Context: an optimization exercise on an open-source flow, tuned for a short achievable clock period and few clock cycles. The choices shown serve that exercise and are no tape-out recipe.
The RTL was checked by simulation tests, not by an equivalence proof against the original design.
No activity file was given, so power comes from the tool's default toggle rates.

`config.mk`:
```
export PLATFORM = sky130hd
export DESIGN_NAME = openmips
export DESIGN_NICKNAME = openmips
export VERILOG_FILES = /design/flow/design.v
export SDC_FILE = /design/flow/constraint.sdc
export NUM_CORES = 4
export LEC_CHECK = 0
export ABC_CLOCK_PERIOD_IN_PS = 4000
export CAP_MARGIN = 20
export CORE_MARGIN = 2
export CORE_UTILIZATION = 30
export SLEW_MARGIN = 20
```
`constraint.sdc`:
```
create_clock -name core_clock -period 12.0 [get_ports {clk}]
set_input_delay 2.4000 -clock core_clock [delete_from_list [all_inputs] [get_ports {clk}]]
set_output_delay 2.4000 -clock core_clock [all_outputs]
set_load 0.01 [all_outputs]
```
`flow/run.sh`:
```
#!/bin/bash
set -euo pipefail
export SETUP_SLACK_MARGIN=7.0
bash standard.sh SETUP_SLACK_MARGIN=7.0 finish > standard.log 2>&1
```
`design.v`:
```
module openmips(
	input  wire        clk,
	input  wire        rst,
	input  wire [31:0] rom_data_i,
	output wire [31:0] rom_addr_o,
	output wire        rom_ce_o,
	input  wire [31:0] ram_data_i,
	output wire [31:0] ram_addr_o,
	output wire [31:0] ram_data_o,
	output wire        ram_we_o,
	output wire [3:0]  ram_sel_o,
	output wire        ram_ce_o,
	output wire        artificial_go_out
);
	reg  [31:0] pc;
	reg         fd_valid;
	reg  [31:0] fd_inst;
	reg  [31:0] fd_pc;
	reg         fd_pred;           
	reg  [31:0] fd_rf1, fd_rf2;    
	reg         fd_m1, fd_m2;      
	reg  [8:0]  fd_dec;            
	reg         fd_we;             
	reg         dx_valid;
	reg         dx_we;             
	reg  [4:0]  dx_rd;
	reg         dx_early;          
	reg         p_go, p_we;
	reg  [31:0] p_addr;
	reg  [3:0]  p_sel;
	reg  [31:0] p_data;
	reg         dx_br;             
	reg         dx_pred;           
	reg  [31:0] dx_alt;            
	reg  [2:0]  dx_f3;
	reg  [31:0] dx_a, dx_b;        
	reg  [31:0] dx_sa;             
	reg  [4:0]  dx_sh;             
	reg         dx_sub, dx_sra;
	reg  [31:0] dx_ca, dx_cb;      
	reg         dx_csub;
	reg         s_sum, s_sll, s_slt, s_sltu, s_xor, s_sr, s_or, s_and, s_ld, s_early;
	reg  [3:0]  sb_v;
	reg  [31:0] sb_a [0:3];
	reg  [3:0]  sb_s [0:3];
	reg  [31:0] sb_d [0:3];
	reg  [1:0]  sb_h, sb_t;
	reg  [2:0]  sb_n;
	reg         xw_we;
	reg  [4:0]  xw_rd;
	reg  [31:0] xw_res;
	reg  [31:0] regs [1:31];
	assign rom_addr_o        = pc;
	assign rom_ce_o          = 1'b1;
	assign ram_addr_o        = p_addr;
	assign ram_sel_o         = p_sel;
	assign ram_ce_o          = p_go;
	assign artificial_go_out = p_go;
	assign ram_we_o          = p_we & ~rst;
	assign ram_data_o        = p_data;
	wire [31:0] xa = dx_a;
	wire [31:0] xb = dx_b;
	wire [31:0] x_sum = dx_sub ? (xa - xb) : (xa + xb);
	wire        x_lt  = ($signed(xa) < $signed(xb));
	wire        x_ltu = (xa < xb);
	wire [31:0] x_sll = dx_sa << dx_sh;
	wire signed [31:0] x_sra = $signed(dx_sa) >>> dx_sh;
	wire [31:0] x_srl = dx_sa >> dx_sh;
	wire [31:0] x_sr  = dx_sra ? x_sra : x_srl;
	wire [1:0] lo = p_addr[1:0];
	wire [7:0] ld_b = (lo == 2'd0) ? ram_data_i[31:24] : (lo == 2'd1) ? ram_data_i[23:16] :
	                  (lo == 2'd2) ? ram_data_i[15:8] : ram_data_i[7:0];
	wire [15:0] ld_h = lo[1] ? {ram_data_i[7:0], ram_data_i[15:8]} : {ram_data_i[23:16], ram_data_i[31:24]};
	reg  [31:0] x_ld;
	always @(*) begin
		case (dx_f3)
			3'd0: x_ld = {{24{ld_b[7]}}, ld_b};
			3'd1: x_ld = {{16{ld_h[15]}}, ld_h};
			3'd4: x_ld = {24'b0, ld_b};
			3'd5: x_ld = {16'b0, ld_h};
			default: x_ld = {ram_data_i[7:0], ram_data_i[15:8], ram_data_i[23:16], ram_data_i[31:24]};
		endcase
	end
	reg x_taken;
	always @(*) begin
		case (dx_f3)
			3'd0: x_taken = (xa == xb);
			3'd1: x_taken = (xa != xb);
			3'd4: x_taken = x_lt;
			3'd5: x_taken = ~x_lt;
			3'd6: x_taken = x_ltu;
			default: x_taken = ~x_ltu;
		endcase
	end
	wire x_redirect = dx_valid & dx_br & (x_taken != dx_pred);
	wire [31:0] x_res = ({32{s_sum}}   & x_sum) |
	                    ({32{s_sll}}   & x_sll) |
	                    ({32{s_sr}}    & x_sr) |
	                    ({32{s_xor}}   & (xa ^ xb)) |
	                    ({32{s_or}}    & (xa | xb)) |
	                    ({32{s_and}}   & (xa & xb)) |
	                    ({32{s_early}} & xa) |
	                    ({32{s_ld}}    & x_ld) |
	                    {31'b0, (s_slt & x_lt) | (s_sltu & x_ltu)};
	wire        x_wr  = dx_valid & dx_we;
	always @(posedge clk) begin
		xw_we  <= x_wr;
		xw_rd  <= dx_rd;
		xw_res <= x_res;
		if (xw_we) regs[xw_rd] <= xw_res;
	end
	wire [31:0] ins = fd_inst;
	wire [6:0]  op  = ins[6:0];
	wire [2:0]  f3  = ins[14:12];
	wire [4:0]  rs1 = ins[19:15];
	wire [4:0]  rs2 = ins[24:20];
	wire [4:0]  rd  = ins[11:7];
	wire is_lui   = fd_dec[8];
	wire is_auipc = fd_dec[7];
	wire is_jal   = fd_dec[6];
	wire is_jalr  = fd_dec[5];
	wire is_br    = fd_dec[4];
	wire is_load  = fd_dec[3];
	wire is_store = fd_dec[2];
	wire is_opi   = fd_dec[1];
	wire is_op    = fd_dec[0];
	wire is_alu   = is_opi | is_op;
	wire is_shift = is_alu & (f3[1:0] == 2'b01);
	wire d_we     = fd_we;
	wire [31:0] imm_i = {{20{ins[31]}}, ins[31:20]};
	wire [31:0] imm_s = {{20{ins[31]}}, ins[31:25], ins[11:7]};
	wire [31:0] imm_b = {{19{ins[31]}}, ins[31], ins[7], ins[30:25], ins[11:8], 1'b0};
	wire [31:0] imm_u = {ins[31:12], 12'b0};
	wire r1 = ~fd_m1 | dx_early;
	wire r2 = ~fd_m2 | dx_early;
	wire [31:0] e1 = fd_m1 ? dx_a : fd_rf1;
	wire [31:0] e2 = fd_m2 ? dx_a : fd_rf2;
	wire [31:0] v1 = fd_m1 ? x_res : fd_rf1;
	wire [31:0] v2 = fd_m2 ? x_res : fd_rf2;
	wire needs_base = is_jalr | is_load | is_store;
	wire [31:0] addr_i = e1 + imm_i;
	wire [31:0] addr_s = e1 + imm_s;
	wire [31:0] mem_addr = is_store ? addr_s : addr_i;
	wire [3:0] sb_hitv;
	genvar gi;
	generate for (gi = 0; gi < 4; gi = gi + 1) begin : sbm
		assign sb_hitv[gi] = sb_v[gi] & ~(p_we & (sb_h == gi)) & (sb_a[gi][11:2] == addr_i[11:2]);
	end endgenerate
	wire ld_blk = is_load & (|sb_hitv);
	wire st_blk = is_store & sb_n[2] & ~p_we;
	wire d_stall = fd_valid & ((needs_base & ~r1) | ld_blk | st_blk);
	reg d_taken;
	always @(*) begin
		case (f3)
			3'd0: d_taken = (e1 == e2);
			3'd1: d_taken = (e1 != e2);
			3'd4: d_taken = ($signed(e1) < $signed(e2));
			3'd5: d_taken = ($signed(e1) >= $signed(e2));
			3'd6: d_taken = (e1 < e2);
			default: d_taken = (e1 >= e2);
		endcase
	end
	wire [31:0] fk  = fd_m1 ? fd_rf2 : fd_rf1;
	wire [31:0] fbb = dx_csub ? ~dx_cb : dx_cb;
	wire [31:0] ft  = dx_ca ^ fbb ^ fk;                              
	wire [31:0] fco = (dx_ca & fbb) | ((dx_ca ^ fbb) & ~fk);          
	wire f_sumeq = (fd_m1 & fd_m2) | ((ft[0] == dx_csub) & (fco[30:0] == ft[31:1]));
	wire d_fast = is_br & (f3[2:1] == 2'b00) & s_sum & (fd_m1 | fd_m2);
	wire d_brready = (r1 & r2) | d_fast;
	wire [31:0] pc_plus4  = fd_pc + 32'd4;
	wire [31:0] br_target = fd_pc + imm_b;
	wire [31:0] jalr_target = addr_i & 32'hfffffffe;
	wire d_go = fd_valid & ~d_stall & ~x_redirect;
	wire d_tk = d_fast ? (f_sumeq ^ f3[0]) : d_taken;
	wire d_brmis = is_br & d_brready & (d_tk != fd_pred);
	wire d_redirect = d_go & ((is_jalr & ~fd_pred) | d_brmis);
	wire [31:0] d_target = is_jalr ? jalr_target : (fd_pred ? pc_plus4 : br_target);
	wire [31:0] st_w = v2;
	always @(posedge clk) begin
		if (rst) begin
			dx_valid <= 1'b0;
			dx_br    <= 1'b0;
		end else begin
			dx_valid <= d_go;
			dx_br    <= d_go & is_br & ~d_brready;
		end
		dx_we    <= d_we;
		dx_rd    <= rd;
		dx_early <= is_lui | is_auipc | is_jal | is_jalr;
		dx_f3    <= f3;
		dx_pred  <= fd_pred;
		dx_alt   <= fd_pred ? pc_plus4 : br_target;
		dx_sub   <= is_op & ins[30];
		dx_sra   <= ins[30];
		dx_a     <= d_early ? d_eval : (is_jal | is_jalr) ? pc_plus4 : v1;
		dx_b     <= (is_op | is_br) ? v2 : imm_i;
		dx_sa    <= is_shift ? v1 : 32'b0;
		dx_ca    <= (is_alu & (f3 == 3'd0)) ? v1 : 32'b0;
		dx_cb    <= (is_alu & (f3 == 3'd0)) ? (is_op ? v2 : imm_i) : 32'b0;
		dx_csub  <= is_op & ins[30] & (f3 == 3'd0);
		dx_sh    <= is_shift ? (is_op ? v2[4:0] : ins[24:20]) : 5'b0;
		s_sum    <= is_alu & (f3 == 3'd0);
		s_sll    <= is_alu & (f3 == 3'd1);
		s_slt    <= is_alu & (f3 == 3'd2);
		s_sltu   <= is_alu & (f3 == 3'd3);
		s_xor    <= is_alu & (f3 == 3'd4);
		s_sr     <= is_alu & (f3 == 3'd5);
		s_or     <= is_alu & (f3 == 3'd6);
		s_and    <= is_alu & (f3 == 3'd7);
		s_ld     <= is_load;
		s_early  <= is_lui | is_auipc | is_jal | is_jalr;
	end
	wire [3:0]  st_sel  = (f3[1:0] == 2'b00) ? (4'b0001 << mem_addr[1:0]) :
	                      (f3[1:0] == 2'b01) ? (mem_addr[1] ? 4'b1100 : 4'b0011) : 4'b1111;
	wire [31:0] st_data = (f3[1:0] == 2'b00) ? {4{st_w[7:0]}} :
	                      (f3[1:0] == 2'b01) ? {2{st_w[7:0], st_w[15:8]}} :
	                      {st_w[7:0], st_w[15:8], st_w[23:16], st_w[31:24]};
	wire sb_enq = d_go & is_store;
	wire [2:0] sb_n_deq  = sb_n - {2'b0, p_we};
	wire [2:0] sb_n_next = sb_n_deq + {2'b0, sb_enq};
	wire [1:0] sb_hn = sb_h + {1'b0, p_we};
	wire ld_next = d_go & is_load;
	wire drain_next = ~ld_next & (sb_n_next != 3'd0) & (ic_seen | sb_n_next[2] | (fd_valid & ld_blk));
	wire head_new = (sb_n_deq == 3'd0);
	always @(posedge clk) begin
		if (rst) begin
			p_go <= 1'b0;
			p_we <= 1'b0;
			sb_v <= 4'b0;
			sb_h <= 2'd0;
			sb_t <= 2'd0;
			sb_n <= 3'd0;
		end else begin
			p_go <= ld_next | drain_next;
			p_we <= drain_next;
			sb_n <= sb_n_next;
			sb_h <= sb_hn;
			if (p_we) sb_v[sb_h] <= 1'b0;
			if (sb_enq) begin
				sb_v[sb_t] <= 1'b1;
				sb_t <= sb_t + 2'd1;
			end
		end
		if (sb_enq) begin
			sb_a[sb_t] <= mem_addr;
			sb_s[sb_t] <= st_sel;
			sb_d[sb_t] <= st_data;
		end
		p_addr <= ld_next ? mem_addr : head_new ? mem_addr : sb_a[sb_hn];
		p_sel  <= head_new ? st_sel : sb_s[sb_hn];
		p_data <= head_new ? st_data : sb_d[sb_hn];
	end
	reg  [31:0] ic_data [0:15];
	reg  [25:0] ic_tag  [0:15];
	reg         ic_pp   [0:15];    
	reg  [31:0] ic_pt   [0:15];
	reg  [15:0] ic_valid;
	wire [3:0]  ic_idx = pc[5:2];
	wire ic_seen = ic_valid[ic_idx] & (ic_tag[ic_idx] == pc[31:6]);
	wire ic_hit = ic_seen & ~(p_we & (p_addr[15:2] == pc[15:2]));
	wire [3:0]  st_idx = p_addr[5:2];
	wire [25:0] st_tag = ic_tag[st_idx];
	wire st_inv = p_we & (st_tag[9:0] == p_addr[15:6]);
	always @(posedge clk) begin
		if (!p_go) begin
			ic_data[ic_idx] <= rom_data_i;
			ic_tag[ic_idx]  <= pc[31:6];
			ic_pp[ic_idx]   <= sp_rom;
			ic_pt[ic_idx]   <= st_rom;
		end
		if (rst)
			ic_valid <= 16'b0;
		else if (!p_go)
			ic_valid[ic_idx] <= 1'b1;
		else if (st_inv)
			ic_valid[st_idx] <= 1'b0;
	end
	wire [31:0] f_ins = p_go ? ic_data[ic_idx] : rom_data_i;
	wire [6:0]  f_op  = f_ins[6:0];
	wire [8:0]  f_dec = {f_op == 7'b0110111, f_op == 7'b0010111, f_op == 7'b1101111, f_op == 7'b1100111,
	                     f_op == 7'b1100011, f_op == 7'b0000011, f_op == 7'b0100011, f_op == 7'b0010011,
	                     f_op == 7'b0110011};
	wire        f_we  = (|{f_dec[8:5], f_dec[3], f_dec[1:0]}) & (f_ins[11:7] != 5'd0);
	wire [4:0]  f_rs1 = f_ins[19:15];
	wire [4:0]  f_rs2 = f_ins[24:20];
	wire [31:0] f_rf1 = (f_rs1 == 5'd0) ? 32'b0 : regs[f_rs1];
	wire [31:0] f_rf2 = (f_rs2 == 5'd0) ? 32'b0 : regs[f_rs2];
	wire [31:0] ic_word = ic_data[ic_idx];
	wire        fp_rom, sp_rom;
	wire [31:0] ft_rom, st_rom;
	wire        d_early = is_lui | is_auipc;
	wire        jok = fd_valid & d_early & (rd != 5'd0);
	wire [31:0] d_eval = is_lui ? imm_u : (fd_pc + imm_u);
	fpredict fpr (.pc(pc), .ins(rom_data_i), .jok(jok), .jrd(rd), .jv(d_eval), .pred(fp_rom), .target(ft_rom),
	              .spred(sp_rom), .starget(st_rom));
	wire        f_pred   = p_go ? ic_pp[ic_idx] : fp_rom;
	wire [31:0] f_target = p_go ? ic_pt[ic_idx] : ft_rom;
	wire [31:0] pc_seq = pc + 32'd4;
	wire f_fetch = ~p_go | ic_hit;
	wire take_f = ~rst & ~x_redirect & ~d_redirect & ~d_stall & f_fetch;
	wire [31:0] pc_other = rst ? 32'b0 : x_redirect ? dx_alt : d_redirect ? d_target :
	                       (~d_stall & f_fetch) ? pc_seq : pc;
	always @(posedge clk) begin
		pc <= (take_f & f_pred) ? f_target : pc_other;
		if (rst | x_redirect | d_redirect)
			fd_valid <= 1'b0;
		else if (!d_stall)
			fd_valid <= f_fetch;
		if (!d_stall) begin
			fd_inst <= f_ins;
			fd_pc   <= pc;
			fd_pred <= f_pred;
			fd_dec  <= f_dec;
			fd_we   <= f_we;
			fd_m1   <= fd_valid & d_we & (rd == f_rs1);
			fd_m2   <= fd_valid & d_we & (rd == f_rs2);
			fd_rf1  <= (x_wr && dx_rd == f_rs1) ? x_res : (xw_we && xw_rd == f_rs1) ? xw_res : f_rf1;
			fd_rf2  <= (x_wr && dx_rd == f_rs2) ? x_res : (xw_we && xw_rd == f_rs2) ? xw_res : f_rf2;
		end else begin
			fd_m1   <= 1'b0;
			fd_m2   <= 1'b0;
			if (x_wr && dx_rd == rs1) fd_rf1 <= x_res;
			if (x_wr && dx_rd == rs2) fd_rf2 <= x_res;
		end
	end
endmodule
module fpredict(
	input  wire [31:0] pc,
	input  wire [31:0] ins,
	input  wire        jok,
	input  wire [4:0]  jrd,
	input  wire [31:0] jv,
	output wire        pred,
	output wire [31:0] target,
	output wire        spred,       
	output wire [31:0] starget
);
	wire jal  = (ins[6:0] == 7'b1101111);
	wire bbr  = (ins[6:0] == 7'b1100011) & ins[31];
	wire jalr = (ins[6:0] == 7'b1100111) & jok & (ins[19:15] == jrd);
	assign pred = jal | bbr | jalr;
	wire [20:0] offj = {ins[31], ins[19:12], ins[20], ins[30:21], 1'b0};
	wire [12:0] offb = {ins[31], ins[7], ins[30:25], ins[11:8], 1'b0};
	wire [21:0] loj = {1'b0, pc[20:0]} + {1'b0, offj};
	wire [13:0] lob = {1'b0, pc[12:0]} + {1'b0, offb};
	wire [10:0] hj_p1 = pc[31:21] + 11'd1;
	wire [10:0] hj_m1 = pc[31:21] - 11'd1;
	wire [18:0] hb_p1 = pc[31:13] + 19'd1;
	wire [18:0] hb_m1 = pc[31:13] - 19'd1;
	wire [10:0] hj = (loj[21] & ~offj[20]) ? hj_p1 : (~loj[21] & offj[20]) ? hj_m1 : pc[31:21];
	wire [18:0] hb = (lob[13] & ~offb[12]) ? hb_p1 : (~lob[13] & offb[12]) ? hb_m1 : pc[31:13];
	wire [31:0] tr = (jv + {{20{ins[31]}}, ins[31:20]}) & 32'hfffffffe;
	assign spred = jal | bbr;
	assign starget = jal ? {hj, loj[20:0]} : {hb, lob[12:0]};
	assign target = jalr ? tr : starget;
endmodule
```
`standard.sh`:
```
#!/bin/bash
# synth_recipe.tcl (not shown) runs the flow's synth.tcl, then flattens the netlist and writes it again
# the make line also repeats each setting of config.mk as NAME=value (left out here)
make -C /OpenROAD-flow-scripts/flow DESIGN_CONFIG=/design/flow/config.mk WORK_HOME=/design/flow/orfs CLKGATE_MAP_FILE= SYNTH_SCRIPT=/design/flow/synth_recipe.tcl "${@:-finish}"
```
==> results.txt, run 1 <==
* Run status: no timing/DRC/antenna violations
* Setup violators final at 0
* Post-synthesis instance total at roughly 13000
* Hold Buf Count CTS at 0
* Initial DRC Count at around 18000
* Sequential area share after synthesis at 0.586
* DR pass1 iterations at 7
* DP HPWL at 369000 µm
* Crit path DAT at 5.99 ns
* Detail Route Antenna Nets at 0
* DIE WIDTH at 735 µm
* Final hold slack at 0.431 ns
* Post-Syn Area at 160000 µm²
* Hold Crit Class: register to register
* Worst Path Required at 12.84 ns
* Fillers at 51400
* Register bit total from synthesis at 3248
* WL/cell at 29.4 µm
* Syn Area/Cell at approximately 12 µm²
* Worst Clk Skew at 0.108 ns
* Minimum clock period at 5.15 ns
* Htree depth at 5
* Setup crit start kind: primary input
* PD cells at 217 nW/µm²
* WL final at slightly above 600000 µm
* Number of max-cap violations at 0
* Site row count at 268
* Die area at 540000 µm²
* Async SR Flop Fraction at 0
* Worst vdd ir at about 0.17 mV
* Fmax at 194 MHz
* CP max FO at 10
* RD Place Congestion at 0.967
* Vias in the first global route at 112000
* Root cell of the clock tree: clkbuf_16
* Area of the multi-input gates at 64800 µm²
* Leakage at 0.0639 µW
* Largest net degree at the start of global routing at 158
* Post-Syn Nets at 13500
* Remaining global-route overflow at 0
* Vias per std cell at approximately 5.8
* Crit. End Element: register
* Share of cells above drive strength 1 at 0.174
* Worst slew pin tran at 1.25 ns
* Buffers on Ports at 168
* Crit Path Category: primary input to register
* Global Route Usage Sum at 0.213
* Setup TNS at 0 ns
* # DRC at 0
* Ports at 170
* Tcrit/Tclk final at 0.429
* First-pass GRT wire length at 843000 µm
* Die height at 735 µm
* CTS max path bufs at 4
* Nets at about 14000
* Library cells used by synthesis at 104
* Starting Density at 0.301
* CTS clk-pin slew, worst paths at around 0.06 ns
* Synth Warn # at 1
* Core area at 532000 µm²
* Clock sinks at 3248
* Number of enable flip-flop cells after synthesis at a little under 3000
* Max_slew headroom at 0.158
* Vias at 119000
* Max Slew Vio Count at 0
* Unrepaired setup endpoints after global routing: true
* Area growth from synthesis to layout at 17.0%
* Most used DFF post-synth: edfxtp_1
* Initial antenna violation count at 24
* Final Hold Viols at 0
* CTS Buf Count at 346
* FF+latch area at 94000 µm²
* TritonCTS clock tree: done
* Clock latency (worst-skew pair) at between 1 and 1.5 ns
-- cell type report --
class,count,area share
antenna,13,0.000173
clock buffer,469,0.0500
clock inverter,157,0.00884
inverter,282,0.00627
multi-input combinational,8627,0.345
sequential,3248,0.501
tap,7020,0.0468
timing repair buffer,750,0.0420
timing repair inverter,2,0.0000867
-- Yosys cell counts (all sizes together) (54+ instances only) --
master / number / area [µm²]
a21o: 86 / 646
o21ai: 528 / 2640
o21a: 61 / 458
o211ai: 63 / 473
xor2: 146 / 1290
mux2: 132 / 1490
nand2b: 54 / 338
mux4: 601 / 13500
a21oi: 545 / 2740
o221ai: 88 / 771
buf: 339 / 1710
nand3: 543 / 2720
nand4: 92 / 576
nor2b: 71 / 444
nor2: 620 / 2330
mux2i: 224 / 2270
a311oi: 249 / 2180
nor3: 150 / 767
clkbuf: 571 / 2140
a31oi: 277 / 1750
a211oi: 91 / 698
edfxtp: 2884 / 86600
inv: 277 / 1040
o22ai: 84 / 532
dfxtp: 364 / 7290
ha: 297 / 3720
nand2: 2395 / 8990
and3: 281 / 1760
xnor2: 299 / 2620
-- stage by stage --
stage	power, µW	setup slack, ns	util	cell area [µm²]	std cells
5_1_grt	42000	6.81	0.352	188000	20600
3_3_place_gp	28900	4.44	0.321	171000	19700
3_5_place_dp	28900	4.34	0.321	171000	19700
6_report	40700	6.85	0.352	188000	20600
2_1_floorplan	23400	6.06	-	161000	13100
4_1_cts	40200	6.89	0.349	186000	20500
-- where the power goes --
group / internal [µW] / switching, µW
logic: 5420 / 9500
registers: 14300 / 955
clock network: 5900 / 4680
total: 25600 / 15100
-- kinds of logic (layout without fill, tap and decap cells) --
logic type,count (synthesis),after routing,synth area share
AND/OR/NAND/NOR,4406,4411,0.120
multiplexers,957,957,0.108
adder cells (fa/ha/maj),337,337,0.0282
buffers and inverters,1192,1660,0.0306
other,1,14,0.0000234
AO/OA/AOI/OAI,2466,2467,0.102
flip-flops,3248,3248,0.586
XOR/XNOR,454,454,0.0256
-- critical path, cell delays in order --
cell             delay (ns)
clkdlybuf4s50_1        0.48
mux2_2                 0.31
nor2_1                 0.10
a31oi_1                0.06
o221ai_1               0.45
nand4_1                0.34
a221oi_1               0.42
buf_4                  0.31
a21oi_1                0.10
buf_4                  0.21
mux2_2                 0.29
a22o_1                 0.23
a31o_2                 0.26
-- routing by layer --
| metal | vias up | wire (µm) | global-route usage |
|---|---|---|---|
| met2 | 7622 | 264000 | 0.321 |
| li1 | 49900 | - | - |
| met3 | 1272 | 71000 | 0.0461 |
| met4 | 6 | 30700 | 0.0937 |
| met1 | 60000 | 239000 | 0.295 |
| met5 | - | 44 | 0 |
-- timing repair --
item                       in CTS  in global routing
gates resized for setup       536                235
cloned                         19                 10
buffers inserted              134                 76
setup endpoints to repair    1157                637
pin swaps                      69                 76
-- path summary, 6_finish.rpt --
kind | endpoint | startpoint | cells after the start | slack (ns)
max | p_data[4]$_DFF_P_ | ram_data_i[4] | 13 | 6.85
min | xw_rd[0]$_DFF_P_ | dx_rd[0]$_DFF_P_ | 0 | 0.43
max reg2reg | pc[13]$_DFFE_PN_ | dx_csub$_DFF_P_ | 16 | 6.90
min reg2reg | xw_rd[0]$_DFF_P_ | dx_rd[0]$_DFF_P_ | 0 | 0.43
-- sequential cells by signal, indices dropped and copies added, names as in the netlist, 128 cells and up, named ones only --
name     cells
ic_tag     416
ic_data    512
sb_d       128
sb_a       128
ic_pt      512
regs       992
-- cell usage in the layout (no fill, tap or decap), types with 63 or more instances in the layout --
master | Yosys | final
clkbuf_16 | 0 | 355
o221ai_1 | 88 | 85
a21oi_1 | 543 | 500
nand2_1 | 2394 | 2373
o21ai_0 | 523 | 460
mux2_2 | 132 | 130
buf_12 | 0 | 76
nand4_1 | 92 | 92
nand3_1 | 543 | 538
nor3_1 | 148 | 133
ha_1 | 297 | 261
a31oi_1 | 274 | 260
mux2i_1 | 221 | 215
inv_1 | 265 | 257
and3_1 | 281 | 274
clkdlybuf4s50_1 | 0 | 139
a311oi_1 | 249 | 244
nor2b_1 | 71 | 66
nor2_1 | 619 | 563
xnor2_1 | 299 | 283
a21o_1 | 86 | 83
xor2_1 | 145 | 130
edfxtp_1 | 2884 | 2884
buf_4 | 32 | 422
a211oi_1 | 88 | 72
o211ai_1 | 63 | 63
dfxtp_1 | 364 | 324
mux4_2 | 601 | 601
o22ai_1 | 83 | 77
clkbuf_1 | 571 | 98
Testbench counts, summed over its fixed seeds: cycles 59,558.
==> inputs of run 2 (changes only) <==
--- a/design.v
+++ b/design.v
@@ -42,2 +42,6 @@
 	reg         s_sum, s_sll, s_slt, s_sltu, s_xor, s_sr, s_or, s_and, s_ld, s_early;
+	reg         lst_v;
+	reg  [1:0]  lst_idx;
+	reg  [4:0]  lst_rs1;
+	reg  [11:0] lst_imm;
 	reg  [3:0]  sb_v;
@@ -52,3 +56,3 @@
 	reg  [31:0] regs [1:31];
-	assign rom_addr_o        = pc;
+	assign rom_addr_o        = rom_addr;
 	assign rom_ce_o          = 1'b1;
@@ -70,5 +74,6 @@
 	wire [1:0] lo = p_addr[1:0];
-	wire [7:0] ld_b = (lo == 2'd0) ? ram_data_i[31:24] : (lo == 2'd1) ? ram_data_i[23:16] :
-	                  (lo == 2'd2) ? ram_data_i[15:8] : ram_data_i[7:0];
-	wire [15:0] ld_h = lo[1] ? {ram_data_i[7:0], ram_data_i[15:8]} : {ram_data_i[23:16], ram_data_i[31:24]};
+	wire [31:0] ld_w = ram_data_i;
+	wire [7:0] ld_b = (lo == 2'd0) ? ld_w[31:24] : (lo == 2'd1) ? ld_w[23:16] :
+	                  (lo == 2'd2) ? ld_w[15:8] : ld_w[7:0];
+	wire [15:0] ld_h = lo[1] ? {ld_w[7:0], ld_w[15:8]} : {ld_w[23:16], ld_w[31:24]};
 	reg  [31:0] x_ld;
@@ -80,3 +85,3 @@
 			3'd5: x_ld = {16'b0, ld_h};
-			default: x_ld = {ram_data_i[7:0], ram_data_i[15:8], ram_data_i[23:16], ram_data_i[31:24]};
+			default: x_ld = {ld_w[7:0], ld_w[15:8], ld_w[23:16], ld_w[31:24]};
 		endcase
@@ -144,7 +149,13 @@
 	wire [3:0] sb_hitv;
+	wire ld_c2 = (e1[1] & imm_i[1]) | ((e1[1] | imm_i[1]) & e1[0] & imm_i[0]);
 	genvar gi;
 	generate for (gi = 0; gi < 4; gi = gi + 1) begin : sbm
-		assign sb_hitv[gi] = sb_v[gi] & ~(p_we & (sb_h == gi)) & (sb_a[gi][11:2] == addr_i[11:2]);
+		wire [11:2] k  = sb_a[gi][11:2];
+		wire [11:2] t  = e1[11:2] ^ imm_i[11:2] ^ k;
+		wire [11:2] co = (e1[11:2] & imm_i[11:2]) | ((e1[11:2] ^ imm_i[11:2]) & ~k);
+		assign sb_hitv[gi] = sb_v[gi] & ~(p_we & (sb_h == gi)) & (t[2] == ld_c2) & (co[10:2] == t[11:3]);
 	end endgenerate
-	wire ld_blk = is_load & (|sb_hitv);
+	wire [31:0] fwd_w = sb_d[lst_idx];
+	wire ld_fwd = is_load & (f3 == 3'b010) & lst_v & (rs1 == lst_rs1) & (ins[31:20] == lst_imm);
+	wire ld_blk = is_load & (|sb_hitv) & ~ld_fwd;
 	wire st_blk = is_store & sb_n[2] & ~p_we;
@@ -188,3 +199,3 @@
 		dx_rd    <= rd;
-		dx_early <= is_lui | is_auipc | is_jal | is_jalr;
+		dx_early <= is_lui | is_auipc | is_jal | is_jalr | ld_fwd;
 		dx_f3    <= f3;
@@ -194,3 +205,4 @@
 		dx_sra   <= ins[30];
-		dx_a     <= d_early ? d_eval : (is_jal | is_jalr) ? pc_plus4 : v1;
+		dx_a     <= d_early ? d_eval : (is_jal | is_jalr) ? pc_plus4 :
+		            ld_fwd ? fwd_v : v1;
 		dx_b     <= (is_op | is_br) ? v2 : imm_i;
@@ -209,4 +221,4 @@
 		s_and    <= is_alu & (f3 == 3'd7);
-		s_ld     <= is_load;
-		s_early  <= is_lui | is_auipc | is_jal | is_jalr;
+		s_ld     <= is_load & ~ld_fwd;
+		s_early  <= is_lui | is_auipc | is_jal | is_jalr | ld_fwd;
 	end
@@ -221,5 +233,6 @@
 	wire [1:0] sb_hn = sb_h + {1'b0, p_we};
-	wire ld_next = d_go & is_load;
-	wire drain_next = ~ld_next & (sb_n_next != 3'd0) & (ic_seen | sb_n_next[2] | (fd_valid & ld_blk));
-	wire head_new = (sb_n_deq == 3'd0);
+	wire ld_next = d_go & is_load & ~ld_fwd;
+	wire ld_cand = fd_valid & is_load & ~ld_fwd & ~ld_blk;
+	wire drain_next = ~ld_cand & (sb_n_deq != 3'd0) &
+	                  (ic_seen | sb_n_deq[2] | ((sb_n_deq == 3'd3) & fd_valid & is_store) | (fd_valid & ld_blk));
 	always @(posedge clk) begin
@@ -232,3 +245,8 @@
 			sb_n <= 3'd0;
+			lst_v <= 1'b0;
 		end else begin
+			if (sb_enq)
+				lst_v <= (f3 == 3'b010);
+			else if ((p_we & (sb_h == lst_idx)) | (d_go & d_we & (rd == lst_rs1)))
+				lst_v <= 1'b0;
 			p_go <= ld_next | drain_next;
@@ -244,2 +262,5 @@
 		if (sb_enq) begin
+			lst_idx <= sb_t;
+			lst_rs1 <= rs1;
+			lst_imm <= {ins[31:25], ins[11:7]};
 			sb_a[sb_t] <= mem_addr;
@@ -248,28 +269,41 @@
 		end
-		p_addr <= ld_next ? mem_addr : head_new ? mem_addr : sb_a[sb_hn];
-		p_sel  <= head_new ? st_sel : sb_s[sb_hn];
-		p_data <= head_new ? st_data : sb_d[sb_hn];
+		p_addr <= ld_next ? mem_addr : sb_a[sb_hn];
+		p_sel  <= sb_s[sb_hn];
+		p_data <= sb_d[sb_hn];
 	end
-	reg  [31:0] ic_data [0:15];
-	reg  [25:0] ic_tag  [0:15];
-	reg         ic_pp   [0:15];    
-	reg  [31:0] ic_pt   [0:15];
-	reg  [15:0] ic_valid;
-	wire [3:0]  ic_idx = pc[5:2];
-	wire ic_seen = ic_valid[ic_idx] & (ic_tag[ic_idx] == pc[31:6]);
+	reg  [31:0] ic_data [0:31];
+	reg  [24:0] ic_tag  [0:31];
+	reg         ic_pp   [0:31];    
+	reg  [31:0] ic_pt   [0:31];
+	reg         ic_lp   [0:31];    
+	reg  [31:0] ic_valid;
+	wire [4:0]  ic_idx = pc[6:2];
+	reg         pf_on, pf_now;
+	reg  [29:0] pf_addr;           
+	reg  [4:0]  pf_top;            
+	reg  [29:0] pf_br;             
+	reg         pf_brv;
+	reg         pf_trig;           
+	reg  [29:0] pf_tpc;
+	reg  [4:0]  pf_ttop;
+	reg  [31:0] rom_addr;          
+	wire [4:0]  rom_idx  = rom_addr[6:2];
+	wire        f_src_ic = p_go | pf_now;
+	wire ic_seen = ic_valid[ic_idx] & (ic_tag[ic_idx] == pc[31:7]);
 	wire ic_hit = ic_seen & ~(p_we & (p_addr[15:2] == pc[15:2]));
-	wire [3:0]  st_idx = p_addr[5:2];
-	wire [25:0] st_tag = ic_tag[st_idx];
-	wire st_inv = p_we & (st_tag[9:0] == p_addr[15:6]);
+	wire [4:0]  st_idx = p_addr[6:2];
+	wire [24:0] st_tag = ic_tag[st_idx];
+	wire st_inv = p_we & (st_tag[8:0] == p_addr[15:7]);
 	always @(posedge clk) begin
 		if (!p_go) begin
-			ic_data[ic_idx] <= rom_data_i;
-			ic_tag[ic_idx]  <= pc[31:6];
-			ic_pp[ic_idx]   <= sp_rom;
-			ic_pt[ic_idx]   <= st_rom;
+			ic_data[rom_idx] <= rom_data_i;
+			ic_tag[rom_idx]  <= rom_addr[31:7];
+			ic_pp[rom_idx]   <= sp_rom;
+			ic_pt[rom_idx]   <= st_rom;
+			ic_lp[rom_idx]   <= lp_rom;
 		end
 		if (rst)
-			ic_valid <= 16'b0;
+			ic_valid <= 32'b0;
 		else if (!p_go)
-			ic_valid[ic_idx] <= 1'b1;
+			ic_valid[rom_idx] <= 1'b1;
 		else if (st_inv)
@@ -277,3 +311,3 @@
 	end
-	wire [31:0] f_ins = p_go ? ic_data[ic_idx] : rom_data_i;
+	wire [31:0] f_ins = f_src_ic ? ic_data[ic_idx] : rom_data_i;
 	wire [6:0]  f_op  = f_ins[6:0];
@@ -288,13 +322,25 @@
 	wire [31:0] ic_word = ic_data[ic_idx];
-	wire        fp_rom, sp_rom;
+	wire        fp_rom, sp_rom, lp_rom;
 	wire [31:0] ft_rom, st_rom;
 	wire        d_early = is_lui | is_auipc;
-	wire        jok = fd_valid & d_early & (rd != 5'd0);
+	wire        jok = fd_valid & (d_early | ld_fwd) & (rd != 5'd0);
+	wire [31:0] fwd_v = {fwd_w[7:0], fwd_w[15:8], fwd_w[23:16], fwd_w[31:24]};
+	wire [31:0] d_jv  = ld_fwd ? fwd_v : d_eval;
 	wire [31:0] d_eval = is_lui ? imm_u : (fd_pc + imm_u);
-	fpredict fpr (.pc(pc), .ins(rom_data_i), .jok(jok), .jrd(rd), .jv(d_eval), .pred(fp_rom), .target(ft_rom),
-	              .spred(sp_rom), .starget(st_rom));
-	wire        f_pred   = p_go ? ic_pp[ic_idx] : fp_rom;
-	wire [31:0] f_target = p_go ? ic_pt[ic_idx] : ft_rom;
+	fpredict fpr (.pc(rom_addr), .ins(rom_data_i), .jok(jok), .jrd(rd), .jv(d_jv), .pred(fp_rom), .target(ft_rom),
+	              .spred(sp_rom), .starget(st_rom), .loop(lp_rom));
+	wire        dz_ok = fd_valid & is_alu & (f3 == 3'd0) & ~fd_m1 & (is_opi | ~fd_m2) & (rd != 5'd0);
+	wire        dz_sub = is_op & ins[30];
+	wire [31:0] dz_b = is_op ? (dz_sub ? ~fd_rf2 : fd_rf2) : imm_i;
+	wire [31:0] dz_t = fd_rf1 ^ dz_b;
+	wire [31:0] dz_c = fd_rf1 | dz_b;
+	wire        dz = (dz_t[0] == dz_sub) & (dz_c[30:0] == dz_t[31:1]);
+	wire        fz = dz_ok & (f_ins[6:0] == 7'b1100011) & (f_ins[14:13] == 2'b00) &
+	                 (((f_rs1 == rd) & (f_rs2 == 5'd0)) | ((f_rs2 == rd) & (f_rs1 == 5'd0)));
+	wire        fz_taken = f_ins[12] ^ dz;
+	wire        f_pred   = fz ? fz_taken : f_src_ic ? ic_pp[ic_idx] : fp_rom;
+	wire [31:0] f_target = f_src_ic ? ic_pt[ic_idx] : ft_rom;
+	wire        f_loop   = f_src_ic ? ic_lp[ic_idx] : lp_rom;
 	wire [31:0] pc_seq = pc + 32'd4;
-	wire f_fetch = ~p_go | ic_hit;
+	wire f_fetch = ~f_src_ic | ic_hit;
 	wire take_f = ~rst & ~x_redirect & ~d_redirect & ~d_stall & f_fetch;
@@ -302,4 +348,30 @@
 	                       (~d_stall & f_fetch) ? pc_seq : pc;
+	wire pf_done  = pf_now & ((pf_addr[4:0] + 5'd1) == pf_top);
+	wire pf_on_next = pf_trig | (pf_on & ~pf_done);
+	wire pf_next = pf_on_next & ~ld_cand & ~drain_next & ic_seen & ~rst;
+	wire [31:0] pc_next = (take_f & f_pred) ? f_target : pc_other;
+	wire [29:0] pf_addr_next = pf_trig ? pf_tpc + 30'd1 : pf_now ? pf_addr + 30'd1 : pf_addr;
 	always @(posedge clk) begin
-		pc <= (take_f & f_pred) ? f_target : pc_other;
+		if (rst) begin
+			pf_on   <= 1'b0;
+			pf_now  <= 1'b0;
+			pf_trig <= 1'b0;
+			pf_brv  <= 1'b0;
+		end else begin
+			if (pf_trig) pf_brv <= 1'b1;
+			pf_on   <= pf_on_next;
+			pf_now  <= pf_next;
+			pf_trig <= take_f & f_loop & (~pf_brv | (pc[31:2] != pf_br));
+		end
+		pf_tpc  <= pc[31:2];
+		pf_ttop <= f_target[6:2];
+		pf_addr <= pf_addr_next;
+		if (pf_trig) begin
+			pf_br   <= pf_tpc;
+			pf_top  <= pf_ttop;
+		end
+	end
+	always @(posedge clk) begin
+		pc <= pc_next;
+		rom_addr <= pf_next ? {pf_addr_next, 2'b00} : pc_next;
 		if (rst | x_redirect | d_redirect)
@@ -335,3 +407,4 @@
 	output wire        spred,       
-	output wire [31:0] starget
+	output wire [31:0] starget,
+	output wire        loop         
 );
@@ -339,2 +412,3 @@
 	wire bbr  = (ins[6:0] == 7'b1100011) & ins[31];
+	assign loop = bbr & (&{ins[7], ins[30:27]}) & (|{ins[26:25], ins[11:10]});
 	wire jalr = (ins[6:0] == 7'b1100111) & jok & (ins[19:15] == jrd);
==> flow/run.sh (replaced) <==
#!/bin/bash
set -euo pipefail
export SETUP_SLACK_MARGIN=7.15
export BUFFER_PORTS_ARGS="-buffer_cell sky130_fd_sc_hd__buf_4"
bash standard.sh SETUP_SLACK_MARGIN=7.15 "BUFFER_PORTS_ARGS=-buffer_cell sky130_fd_sc_hd__buf_4" finish > standard.log 2>&1
==> run 2 against run 1 <==
Compared with the run above: power is 38% higher; clock power up about 40%; non-clock buffer count is 312 higher; synthesized cell count increased by 24%; flip-flop and latch count up 1626; die area grew 41%; utilization rose by 0.32 points; first-iteration DRC count grew 32%; critical path type is now register to register.
==> results.txt, run 2 <==
* Final hold slack at 0.416 ns (-0.0150 ns)
* Critical Path End: rom_addr[31]$_DFF_P_
* Async SR Flop Fraction at 0 (unchanged)
* Htree depth at 5 (unchanged)
* Worst slew pin tran at 1.36 ns (+0.111 ns)
* Initial DRC Count at 23900 (+32%)
* Tcrit/Tclk final at 0.441 (+0.0123)
* Setup TNS at 0 ns (unchanged)
* Final Core Density at 0.356 (+0.00325)
* Main area contributors after synthesis: edfxtp_1 (58%), mux4_2 (10%), dfxtp_1 (4.5%), nand2_1 (3.6%), mux2i_1 (2.2%)
* FF-to-FF path depth at 25 (+9)
* Worst Path Required at 13.07 ns (+0.23 ns)
* Crit. End Element: register
* CTS Buf Count at 469 (+36%)
* Crit path DAT at 6.36 ns (+0.37 ns)
* GR Util met3 at 0.0483 (+0.00219)
* Post-Syn Nets at 16700 (+24%)
* DR pass1 iterations at 8 (+1)
* Clock Power Share at 0.263 (+0.003)
* Synth Warn # at 1 (unchanged)
* Die height at 874 µm (+19%)
* Most frequent cells after synthesis: edfxtp_1 (4362), nand2_1 (2161), mux4_2 (1027)
* Post-Syn Area at 227000 µm² (+42%)
* Setup crit start: fd_pc[12]$_DFFE_PN_
* PD cells at 209 nW/µm² (-3.6%)
* Nets at 17200 (+26%)
* Vias in the first global route at 148000 (+32%)
* Switching share of total power at 0.359 (-0.0125)
* Sequential share of power at 0.385 (+0.011)
* Sequential area share after synthesis at 0.622 (+0.0367)
* Register bit total from synthesis at 4874 (+50%)
* Pint at 36000 µW (+41%)
* Starting Density at 0.301 (about the same)
* R2R Path End: rom_addr[31]$_DFF_P_
* CTS max path bufs at 4 (unchanged)
* Most used DFF post-synth: edfxtp_1
* Setup violators final at 0 (unchanged)
* Worst vdd ir at 0.209 mV (+20%)
* Synth Area in Simple Gates at 0.0936 (-0.0267)
* Buffers on Ports at 168 (unchanged)
* Post-synthesis adder-cell area fraction at 0.0247 (-0.00344)
* Mux share of post-synthesis cell area at 0.134 (+0.0260)
* Most Crowded Layer GR: met2
* CP max FO at 3 (-7)
* Die area at 764000 µm² (+41%)
* Synth Area in Compound Gates at 0.0765 (-0.0254)
* Share of cells above drive strength 1 at 0.223 (+0.0484)
* Final Hold Viols at 0 (unchanged)
* # DRC at 0 (unchanged)
* RR Startpoint: fd_pc[12]$_DFFE_PN_
* Unrepaired setup endpoints after global routing: true
* Detail Route Antenna Nets at 0 (unchanged)
* Area share of xor/xnor cells in the synthesized design at 0.0222 (-0.00345)
* Fillers at 71300 (+39%)
* DP HPWL at 517000 µm (+40%)
* Run status: no timing/DRC/antenna violations
* Largest net degree at the start of global routing at 144 (-8.9%)
* Post-synthesis instance total at 16200 (+24%)
* Initial antenna violation count at 54 (+130%)
* DIE WIDTH at 874 µm (+19%)
* Post-DP Area at 242000 µm² (+41%)
* Vias per std cell at 5.81 (+0.66%)
* R2R Setup Slk at 6.70 ns (-0.20 ns)
* Site row count at 319 (+19%)
* Largest registers: ic_data: 1024 flops, ic_pt: 1024 flops, regs: 992 flops
* Core area at 754000 µm² (+42%)
* Remaining global-route overflow at 0 (unchanged)
* Fmax at 189 MHz (-2.8%)
* Largest family of logic cells by synthesized area: multiplexers
* Clock latency (worst-skew pair) at 1.12 ns (+0.09 ns)
* Crit Path Category: register to register
* CTS clk-pin slew, worst paths at 0.07 ns (about the same)
* Clock sinks at 4874 (+50%)
* Minimum clock period at 5.30 ns (+0.148 ns)
* RD Place Congestion at 0.968 (+0.19%)
* Most frequent cells in the layout: edfxtp_1 (4362), nand2_1 (2123), mux4_2 (1031)
* Share of the synthesized area in the top cell type at 0.577 (+0.0370)
* Global Route Usage Sum at 0.220 (+0.00718)
* Grt met1 use at 0.301 (+0.00634)
* Max Slew Vio Count at 0 (unchanged)
* Leakage at 0.0914 µW (+43%)
* Fin area at 268000 µm² (+43%)
* Hold Crit Class: register to register
* Root cell of the clock tree: clkbuf_16
* Most common cell after layout, fill and taps aside: edfxtp_1
* First-pass GRT wire length at 1200000 µm (+43%)
* Number of enable flip-flop cells after synthesis at 4362 (+51%)
* Worst Clk Skew at 0.133 ns (+0.0258 ns)
* Cell taking the most area after synthesis: edfxtp_1
* Library cells used by synthesis at 117 (+13%)
* Final Power at 56100 µW (+38%)
* Syn Area/Cell at 14.0 µm² (+14%)
* Setup crit start kind: register
* TritonCTS clock tree: done
* Area growth from synthesis to layout at 18.2%
* WL final at 886000 µm (+46%)
* P_sw at 20200 µW (+33%)
* Max_slew headroom at 0.0927 (-0.0652)
* Ports at 170 (unchanged)
* Logic pwr share at 0.352 (-0.014)
* WL/cell at 32.7 µm (+11%)
* Top-count cell post-synth: edfxtp_1
* Number of max-cap violations at 0 (unchanged)
* GR Layer Usage met2 at 0.332 (+0.0114)
* Vias at 158000 (+33%)
[run 2: cell types whose count changed after synthesis, moves of 140 or more]
cell      change
a31oi_1     -140
clkbuf_1    +147
mux4_2      +426
dfxtp_1     +148
nand3_1     +409
xor2_1      +148
edfxtp_1   +1478
mux2i_1     +285
nand2_1     -233
[run 2: how the worst min path moves through the flow]
stage	depth (start not counted)	to	from	slack, ns
2_1_floorplan	0	xw_rd[3]$_DFF_P_	dx_rd[3]$_DFF_P_	0.33
3_3_place_gp	0	pf_top[0]$_DFFE_PP_	pf_ttop[0]$_DFF_P_	0.39
3_5_place_dp	0	pf_top[4]$_DFFE_PP_	pf_ttop[4]$_DFF_P_	0.39
4_1_cts	0	pf_top[1]$_DFFE_PP_	pf_ttop[1]$_DFF_P_	0.41
5_1_grt	0	pf_top[1]$_DFFE_PP_	pf_ttop[1]$_DFF_P_	0.42
6_report	0	pf_top[1]$_DFFE_PP_	pf_ttop[1]$_DFF_P_	0.42
[run 2: routing by layer]
metal / routed length, µm / vias up
met2: 388000 / 10600
li1: - / 63900
met4: 51400 / 22
met1: 342000 / 81200
met3: 104000 / 1895
met5: 299 / -
[run 2: final cells by class]
type / count / area (µm²) / area share
tap: 9951 / 12500 / 0.0464
multi-input combinational: 9974 / 85500 / 0.319
inverter: 356 / 1490 / 0.00554
timing repair inverter: 6 / 51.3 / 0.000191
antenna: 35 / 87.6 / 0.000326
clock buffer: 605 / 12500 / 0.0465
timing repair buffer: 1062 / 12400 / 0.0463
sequential: 4874 / 141000 / 0.527
clock inverter: 262 / 2480 / 0.00923
[run 2: worst max-delay path, cell delays in order (launching register included)]
cell	delay (ns)
edfxtp_1	0.50
ha_4	0.22
fa_2	0.36
a21o_1	0.18
a21oi_2	0.16
nor2b_1	0.08
o211ai_1	0.32
a21boi_2	0.13
o21ai_2	0.19
a21oi_2	0.10
a221oi_2	0.26
xnor2_1	0.16
nor2_1	0.07
o21bai_4	0.21
a21oi_4	0.37
ha_4	0.28
buf_6	0.12
and3_4	0.15
nand3_4	0.10
o21ai_4	0.08
o31ai_4	0.26
xnor2_1	0.16
xnor2_1	0.12
a2111o_1	0.41
o31ai_2	0.09
mux2_4	0.20
[run 2: logic make-up (layout without fill, tap and decap cells)]
| logic type | after synthesis | in the layout |
|---|---|---|
| flip-flops | 4874 | 4874 |
| AND/OR/NAND/NOR | 4729 | 4737 |
| AO/OA/AOI/OAI | 2540 | 2545 |
| multiplexers | 1703 | 1705 |
| buffers and inverters | 1423 | 2291 |
| XOR/XNOR | 573 | 583 |
| adder cells (fa/ha/maj) | 403 | 403 |
| other | 1 | 36 |
[run 2: power by group through the flow]
stage	combinational [µW]	sequential, µW	clock [µW]
after floorplan	10400	21500	0
after global placement	16700	22000	0
after detailed placement	16700	22000	0
after CTS	18700	21600	14900
after global routing	20500	21600	15600
final	19700	21600	14800
[run 2: repair_timing]
action	in CTS	in global routing
gates cloned	79	27
pin swaps	155	169
setup endpoints to repair	1524	846
buffers inserted	235	133
endpoints found under the hold margin	0	0
resized for setup	821	383
hold buffers	0	0
[run 2: stage by stage]
stage / cells / worst slack [ns]
after floorplan: 16200 / 6.30
after global placement: 25700 / 4.42
after detailed placement: 25700 / 4.39
after CTS: 26900 / 6.75
after global routing: 27100 / 6.58
final: 27100 / 6.70
Testbench counts of run 2, summed over its fixed seeds: cycles 55,453.
==> inputs of run 3 (changes only) <==
--- a/design.v
+++ b/design.v
@@ -14,2 +14,4 @@
 );
+	reg         rst_q;
+	always @(posedge clk) rst_q <= rst;
 	reg  [31:0] pc;
@@ -21,2 +23,5 @@
 	reg         fd_m1, fd_m2;      
+	reg  [31:0] fd_pc4;            
+	reg  [31:0] fd_tgt;            
+	reg  [31:0] fd_uval;           
 	reg  [8:0]  fd_dec;            
@@ -52,2 +57,4 @@
 	reg  [2:0]  sb_n;
+	reg  [2:0]  sb_age;            
+	wire        sb_old = (sb_age == 3'd7);
 	reg         xw_we;
@@ -62,3 +69,3 @@
 	assign artificial_go_out = p_go;
-	assign ram_we_o          = p_we & ~rst;
+	assign ram_we_o          = p_we & ~rst;      
 	assign ram_data_o        = p_data;
@@ -180,4 +187,4 @@
 	wire d_brready = (r1 & r2) | d_fast;
-	wire [31:0] pc_plus4  = fd_pc + 32'd4;
-	wire [31:0] br_target = fd_pc + imm_b;
+	wire [31:0] pc_plus4  = fd_pc4;
+	wire [31:0] br_target = fd_tgt;
 	wire [31:0] jalr_target = addr_i & 32'hfffffffe;
@@ -187,6 +194,5 @@
 	wire d_redirect = d_go & ((is_jalr & ~fd_pred) | d_brmis);
-	wire [31:0] d_target = is_jalr ? jalr_target : (fd_pred ? pc_plus4 : br_target);
 	wire [31:0] st_w = v2;
 	always @(posedge clk) begin
-		if (rst) begin
+		if (rst_q) begin
 			dx_valid <= 1'b0;
@@ -236,5 +242,5 @@
 	wire drain_next = ~ld_cand & (sb_n_deq != 3'd0) &
-	                  (ic_seen | sb_n_deq[2] | ((sb_n_deq == 3'd3) & fd_valid & is_store) | (fd_valid & ld_blk));
+	                  (ic_seen | sb_old | sb_n_deq[2] | ((sb_n_deq == 3'd3) & fd_valid & is_store) | (fd_valid & ld_blk));
 	always @(posedge clk) begin
-		if (rst) begin
+		if (rst_q) begin
 			p_go <= 1'b0;
@@ -245,2 +251,3 @@
 			sb_n <= 3'd0;
+			sb_age <= 3'd0;
 			lst_v <= 1'b0;
@@ -254,2 +261,6 @@
 			sb_n <= sb_n_next;
+			if (p_we | (sb_n == 3'd0))
+				sb_age <= 3'd0;
+			else if (!sb_old)
+				sb_age <= sb_age + 3'd1;
 			sb_h <= sb_hn;
@@ -293,2 +304,5 @@
 	wire ic_hit = ic_seen & ~(p_we & (p_addr[15:2] == pc[15:2]));
+	wire [31:0] pc_n4  = pc + 32'd4;
+	wire [4:0]  ic_nidx = pc_n4[6:2];
+	wire hit_pred = ic_seen & ic_valid[ic_nidx] & (ic_tag[ic_nidx] == pc_n4[31:7]);
 	wire [4:0]  st_idx = p_addr[6:2];
@@ -304,3 +318,3 @@
 		end
-		if (rst)
+		if (rst_q)
 			ic_valid <= 32'b0;
@@ -325,7 +339,8 @@
 	wire        d_early = is_lui | is_auipc;
-	wire        jok = fd_valid & (d_early | ld_fwd) & (rd != 5'd0);
+	wire        jok = fd_valid ? ((d_early | ld_fwd) & (rd != 5'd0)) : (dx_valid & dx_early & dx_we);
+	wire [4:0]  jrd = fd_valid ? rd : dx_rd;
 	wire [31:0] fwd_v = {fwd_w[7:0], fwd_w[15:8], fwd_w[23:16], fwd_w[31:24]};
-	wire [31:0] d_jv  = ld_fwd ? fwd_v : d_eval;
-	wire [31:0] d_eval = is_lui ? imm_u : (fd_pc + imm_u);
-	fpredict fpr (.pc(rom_addr), .ins(rom_data_i), .jok(jok), .jrd(rd), .jv(d_jv), .pred(fp_rom), .target(ft_rom),
+	wire [31:0] d_jv  = ~fd_valid ? dx_a : ld_fwd ? fwd_v : d_eval;
+	wire [31:0] d_eval = fd_uval;
+	fpredict fpr (.pc(rom_addr), .ins(rom_data_i), .jok(jok), .jrd(jrd), .jv(d_jv), .pred(fp_rom), .target(ft_rom),
 	              .spred(sp_rom), .starget(st_rom), .loop(lp_rom));
@@ -345,12 +360,20 @@
 	wire f_fetch = ~f_src_ic | ic_hit;
-	wire take_f = ~rst & ~x_redirect & ~d_redirect & ~d_stall & f_fetch;
-	wire [31:0] pc_other = rst ? 32'b0 : x_redirect ? dx_alt : d_redirect ? d_target :
-	                       (~d_stall & f_fetch) ? pc_seq : pc;
+	wire take_f = ~rst_q & ~x_redirect & ~d_redirect & ~d_stall & f_fetch;
+	wire go_f   = ~d_stall & f_fetch;
+	wire sel_x  = ~rst_q & x_redirect;
+	wire sel_dj = ~rst_q & ~x_redirect & d_redirect & is_jalr;
+	wire sel_db = ~rst_q & ~x_redirect & d_redirect & ~is_jalr;
+	wire sel_h  = ~rst_q & ~x_redirect & ~d_redirect & ~go_f;
 	wire pf_done  = pf_now & ((pf_addr[4:0] + 5'd1) == pf_top);
 	wire pf_on_next = pf_trig | (pf_on & ~pf_done);
-	wire pf_next = pf_on_next & ~ld_cand & ~drain_next & ic_seen & ~rst;
-	wire [31:0] pc_next = (take_f & f_pred) ? f_target : pc_other;
+	wire pf_next = pf_on_next & ~ld_cand & ~drain_next & hit_pred & ~rst_q;
+	wire [31:0] pc_next = ({32{sel_x}}  & dx_alt) |
+	                      ({32{sel_dj}} & jalr_target) |
+	                      ({32{sel_db}} & (fd_pred ? pc_plus4 : br_target)) |
+	                      ({32{take_f & f_pred}}  & f_target) |
+	                      ({32{take_f & ~f_pred}} & pc_seq) |
+	                      ({32{sel_h}}  & pc);
 	wire [29:0] pf_addr_next = pf_trig ? pf_tpc + 30'd1 : pf_now ? pf_addr + 30'd1 : pf_addr;
 	always @(posedge clk) begin
-		if (rst) begin
+		if (rst_q) begin
 			pf_on   <= 1'b0;
@@ -376,3 +399,3 @@
 		rom_addr <= pf_next ? {pf_addr_next, 2'b00} : pc_next;
-		if (rst | x_redirect | d_redirect)
+		if (rst_q | x_redirect | d_redirect)
 			fd_valid <= 1'b0;
@@ -383,2 +406,5 @@
 			fd_pc   <= pc;
+			fd_pc4  <= pc_seq;
+			fd_tgt  <= f_src_ic ? ic_pt[ic_idx] : st_rom;
+			fd_uval <= (f_op == 7'b0110111) ? {f_ins[31:12], 12'b0} : (pc + {f_ins[31:12], 12'b0});
 			fd_pred <= f_pred;
==> run 3 against run 2 <==
Compared with the run above: worst setup slack better by 0.080 ns; final area increased by 5.5%; maximum frequency rose by 1.5%; flip-flop and latch count up 68; sequential power barely moved; first-iteration DRC count is 22% higher; sequential share of layout area down 2.0 points; largest cell class unchanged.
==> results.txt, run 3 <==
* Most frequent CP cell: buf_6
* Mux share of post-synthesis cell area at 0.144 (+0.0101)
* Placed Instances at 26900 (+4.6%)
* Leakage at 0.0962 µW (+5.2%)
* TritonCTS clock tree: done
* Setup TNS at 0 ns (unchanged)
* Run status: no timing/DRC/antenna violations
* Met3 WL at 122000 µm (+17%)
* Synth Area in Compound Gates at 0.0782 (+0.00172)
* Most frequent cells after synthesis: edfxtp_1 (4426), nand2_1 (2531), mux4_2 (1271)
* Largest net degree at the start of global routing at 89 (-38%)
* Vias at 170000 (+7.7%)
* Sequential share of power at 0.375 (-0.010)
* Tcrit/Tclk final at 0.435 (-0.00664)
* Register bit total from synthesis at 4942 (+1.4%)
* Area share of xor/xnor cells in the synthesized design at 0.0215 (-0.000717)
* Worst slew pin tran at 1.35 ns (-0.0103 ns)
* Share of cells above drive strength 1 at 0.245 (+0.0222)
* Library cells used by synthesis at 112 (-4.3%)
* Clock Power Share at 0.283 (+0.020)
* DRT met1 WL at 365000 µm (+6.7%)
* Number of max-cap violations at 0 (unchanged)
* Fmax at 192 MHz (+1.5%)
* Setup violators final at 0 (unchanged)
* Sequential area share after synthesis at 0.610 (-0.0120)
* Starting Density at 0.301 (+0.000381)
* Root cell of the clock tree: clkbuf_16
* Worst path slowest cell: a221o_2
* Die area at 790000 µm² (+3.4%)
* Area growth from synthesis to layout at 20.6%
* Share of the synthesized area in the top cell type at 0.566 (-0.0109)
* Worst vdd ir at 0.187 mV (-11%)
* Ports at 170 (unchanged)
* Post-synthesis adder-cell area fraction at 0.0224 (-0.00229)
* Site row count at 324 (+1.6%)
* Pint at 38000 µW (+5.6%)
* Setup crit start kind: primary input
* Most common cell after layout, fill and taps aside: edfxtp_1
* Max_slew headroom at 0.0900 (-0.00264)
* Setup WS post-layout at 6.78 ns (+0.0797 ns)
* Crit. End Element: register
* P_sw at 19200 µW (-4.7%)
* Post-Syn Nets at 17500 (+4.4%)
* Post-synthesis instance total at 17000 (+4.7%)
* Crit-path cells: buf_6 > ha_1 > nor2b_4 > o311ai_4 > a221o_2 > o211a_4 > o211ai_1 > nand2_2 > buf_6 > mux2_4 > o22ai_4 > xor2_4 > o21a_1 > and3_1 > or3_1
* CTS max path bufs at 4 (unchanged)
* Worst Clk Skew at 0.112 ns (-0.0217 ns)
* Detail Route Antenna Nets at 0 (unchanged)
* Vias per std cell at 5.94 (+2.2%)
* Syn Area/Cell at 13.8 µm² (-1.2%)
* Hold Crit Class: register to register
* Top-count cell post-synth: edfxtp_1
* Met2 WL at 432000 µm (+11%)
* Post-Syn Area at 235000 µm² (+3.4%)
* CTS Buf Count at 519 (+11%)
* Critical Path Max Stage Delay at 0.47 ns (-0.03 ns)
* Largest registers: ic_data: 1024 flops, ic_pt: 1024 flops, regs: 992 flops
* Async SR Flop Fraction at 0 (unchanged)
* First-pass GRT wire length at 1320000 µm (+9.7%)
* Synth Area in Simple Gates at 0.0963 (+0.00268)
* Cell taking the most area after synthesis: edfxtp_1
* RD Place Congestion at 0.979 (+1.1%)
* DR pass1 iterations at 9 (+1)
* Nets at 18100 (+5.4%)
* Htree depth at 6 (+1)
* Area of the multi-input gates at 91400 µm² (+6.9%)
* Fillers at 73300 (+2.8%)
* Worst Path Required at 13.01 ns (-0.06 ns)
* Final Core Density at 0.363 (+0.00770)
* Largest family of logic cells by synthesized area: multiplexers
* Max Slew Vio Count at 0 (unchanged)
* Global Route Usage Sum at 0.236 (+0.0160)
* Number of enable flip-flop cells after synthesis at 4426 (+1.5%)
* Synth Warn # at 1 (unchanged)
* PD cells at 202 nW/µm² (-3.5%)
* WP buf/inv at 2 (+1)
* Most used DFF post-synth: edfxtp_1
* Main area contributors after synthesis: edfxtp_1 (57%), mux4_2 (12%), dfxtp_1 (4.4%), nand2_1 (4.0%), nand3_1 (1.8%)
* Initial DRC Count at 29100 (+22%)
* Remaining global-route overflow at 0 (unchanged)
* Cell class contributing the biggest share of worst-path delay: compound AO/OA/AOI/OAI gates
* Post-Layout Cell Count at 28600 (+5.4%)
* Core area at 779000 µm² (+3.3%)
* Unrepaired setup endpoints after global routing: true
* Hold Buf Count CTS at 0 (unchanged)
* DIE WIDTH at 889 µm (+1.7%)
* Clock latency (worst-skew pair) at 1.15 ns (+0.03 ns)
* CP max FO at 36 (+33)
* Minimum clock period at 5.22 ns (-0.0797 ns)
* Most frequent cells in the layout: edfxtp_1 (4426), nand2_1 (2506), mux4_2 (1271)
* Top layer in use: met5
* Buffers on Ports at 168 (unchanged)
* Final Hold Viols at 0 (unchanged)
* WL/cell at 34.6 µm (+5.8%)
* CTS clk-pin slew, worst paths at 0.07 ns (about the same)
* Logic pwr share at 0.342 (-0.010)
* DP Worst Slack at 4.35 ns (-0.0409 ns)
* Crit path DAT at 6.22 ns (-0.14 ns)
* Switching share of total power at 0.336 (-0.0232)
* DP HPWL at 573000 µm (+11%)
* Clock sinks at 4942 (+1.4%)
* FF+latch area at 143000 µm² (+1.4%)
* # DRC at 0 (unchanged)
* Initial antenna violation count at 77 (+43%)
* Crit Path Category: primary input to register
* WL final at 988000 µm (+11%)
* Die height at 889 µm (+1.7%)
* Vias in the first global route at 159000 (+7.5%)
## run 3: cell count changes after synthesis, sizes merged, moves of 64 or more
cell	previous run	this run
a21oi	560	686
a311oi	217	285
and3	155	230
clkbuf	718	795
edfxtp	4362	4426
nand2	2162	2532
o21ai	462	536
nand3	952	857
mux4	1044	1271
mux2i	508	348
## run 3: final timing paths
kind	startpoint	endpoint	slack [ns]	depth (start not counted)
worst max register to register	fd_inst[20]$_DFFE_PN_	rom_addr[24]$_DFF_P_	6.84	21
worst min-delay path	pf_ttop[4]$_DFF_P_	pf_top[4]$_DFFE_PP_	0.40	0
worst min register to register	pf_ttop[4]$_DFF_P_	pf_top[4]$_DFFE_PP_	0.40	0
worst max-delay path	rom_data_i[23]	pc[31]$_DFF_P_	6.78	15
## run 3: cell families after synthesis
group                      count (synthesis)
AOI/OAI and AO/OA                       2749
and+or+nand+nor                         5067
xor gates and xnor gates                 575
adders and majority gates                376
muxes                                   1768
other                                      1
buffers and inverters                   1535
DFF                                     4942
## run 3: per-stage QoR
stage          instance area [µm²]  hold WS (ns)  total power, µW
6_report                    283000         0.399            57200
3_3_place_gp                250000         0.392            37300
2_1_floorplan               236000         0.329            31700
5_1_grt                     283000         0.402            58500
3_5_place_dp                250000         0.389            37400
4_1_cts                     279000         0.403            56100
## run 3: power by group through the flow
| stage | sequential, µW | clock (µW) | combinational [µW] |
|---|---|---|---|
| global route | 21500 | 16900 | 20000 |
| global placement | 21800 | 0 | 15400 |
| finish | 21500 | 16200 | 19500 |
| CTS | 21400 | 16200 | 18500 |
| floorplan | 21500 | 0 | 10200 |
| detailed placement | 21900 | 0 | 15500 |
## run 3: layout make-up
| class | instances | area share |
|---|---|---|
| clock inverter | 276 | 0.00939 |
| antenna | 42 | 0.000371 |
| timing repair inverter | 7 | 0.000212 |
| inverter | 360 | 0.00548 |
| multi-input combinational | 10600 | 0.323 |
| timing repair buffer | 1314 | 0.0600 |
| sequential | 4942 | 0.506 |
| tap | 10400 | 0.0461 |
| clock buffer | 651 | 0.0492 |
## run 3: metal layers
| metal | GRT usage | vias up |
|---|---|---|
| met5 | 0.000240 | - |
| met4 | 0.133 | 26 |
| met3 | 0.0558 | 2495 |
| met2 | 0.356 | 12700 |
| met1 | 0.314 | 87200 |
| li1 | - | 67400 |
## run 3: what timing repair did
item	CTS	global route
buffers inserted	362	134
endpoints found under the setup margin	1871	1040
resized for setup	1059	395
gates cloned	124	45
pin swaps	195	186
Testbench counts of run 3, summed over its fixed seeds: cycles 55,407.

-- port drivers added, routing unchanged --
In the flow no input, the clock included, has a driving cell. The finished layouts below were timed again as built, in two steps. Step 1 sets driving cells, clkbuf_16 on the clock port and buf_2 on the other inputs (assumed; they add their load-dependent delay and slew). Step 2 times the ports against the registers' clock, not the clock port: input delays grow and output delays shrink by t, the midpoint of the rising clock arrivals with the driver on. Three values: ideal ports, drivers, drivers and shift; two values: the first two.
run | t (ns) | setup WS [ns] | worst setup path after step 2 | pins driven straight from the clock port
run 1 | 1.098 | 6.850 / 6.847 / 5.842 | input to register | 1
run 2 | 1.190 | 6.702 / 6.366 / 5.524 | input to register | 1
run 3 | 1.232 | 6.782 / 6.605 / 5.372 | input to register | 1
After both steps setup and hold are still met in every run listed. The setup slack of run 3, which loses most, moves by -0.177 ns with the drivers and by -1.410 ns with both steps.
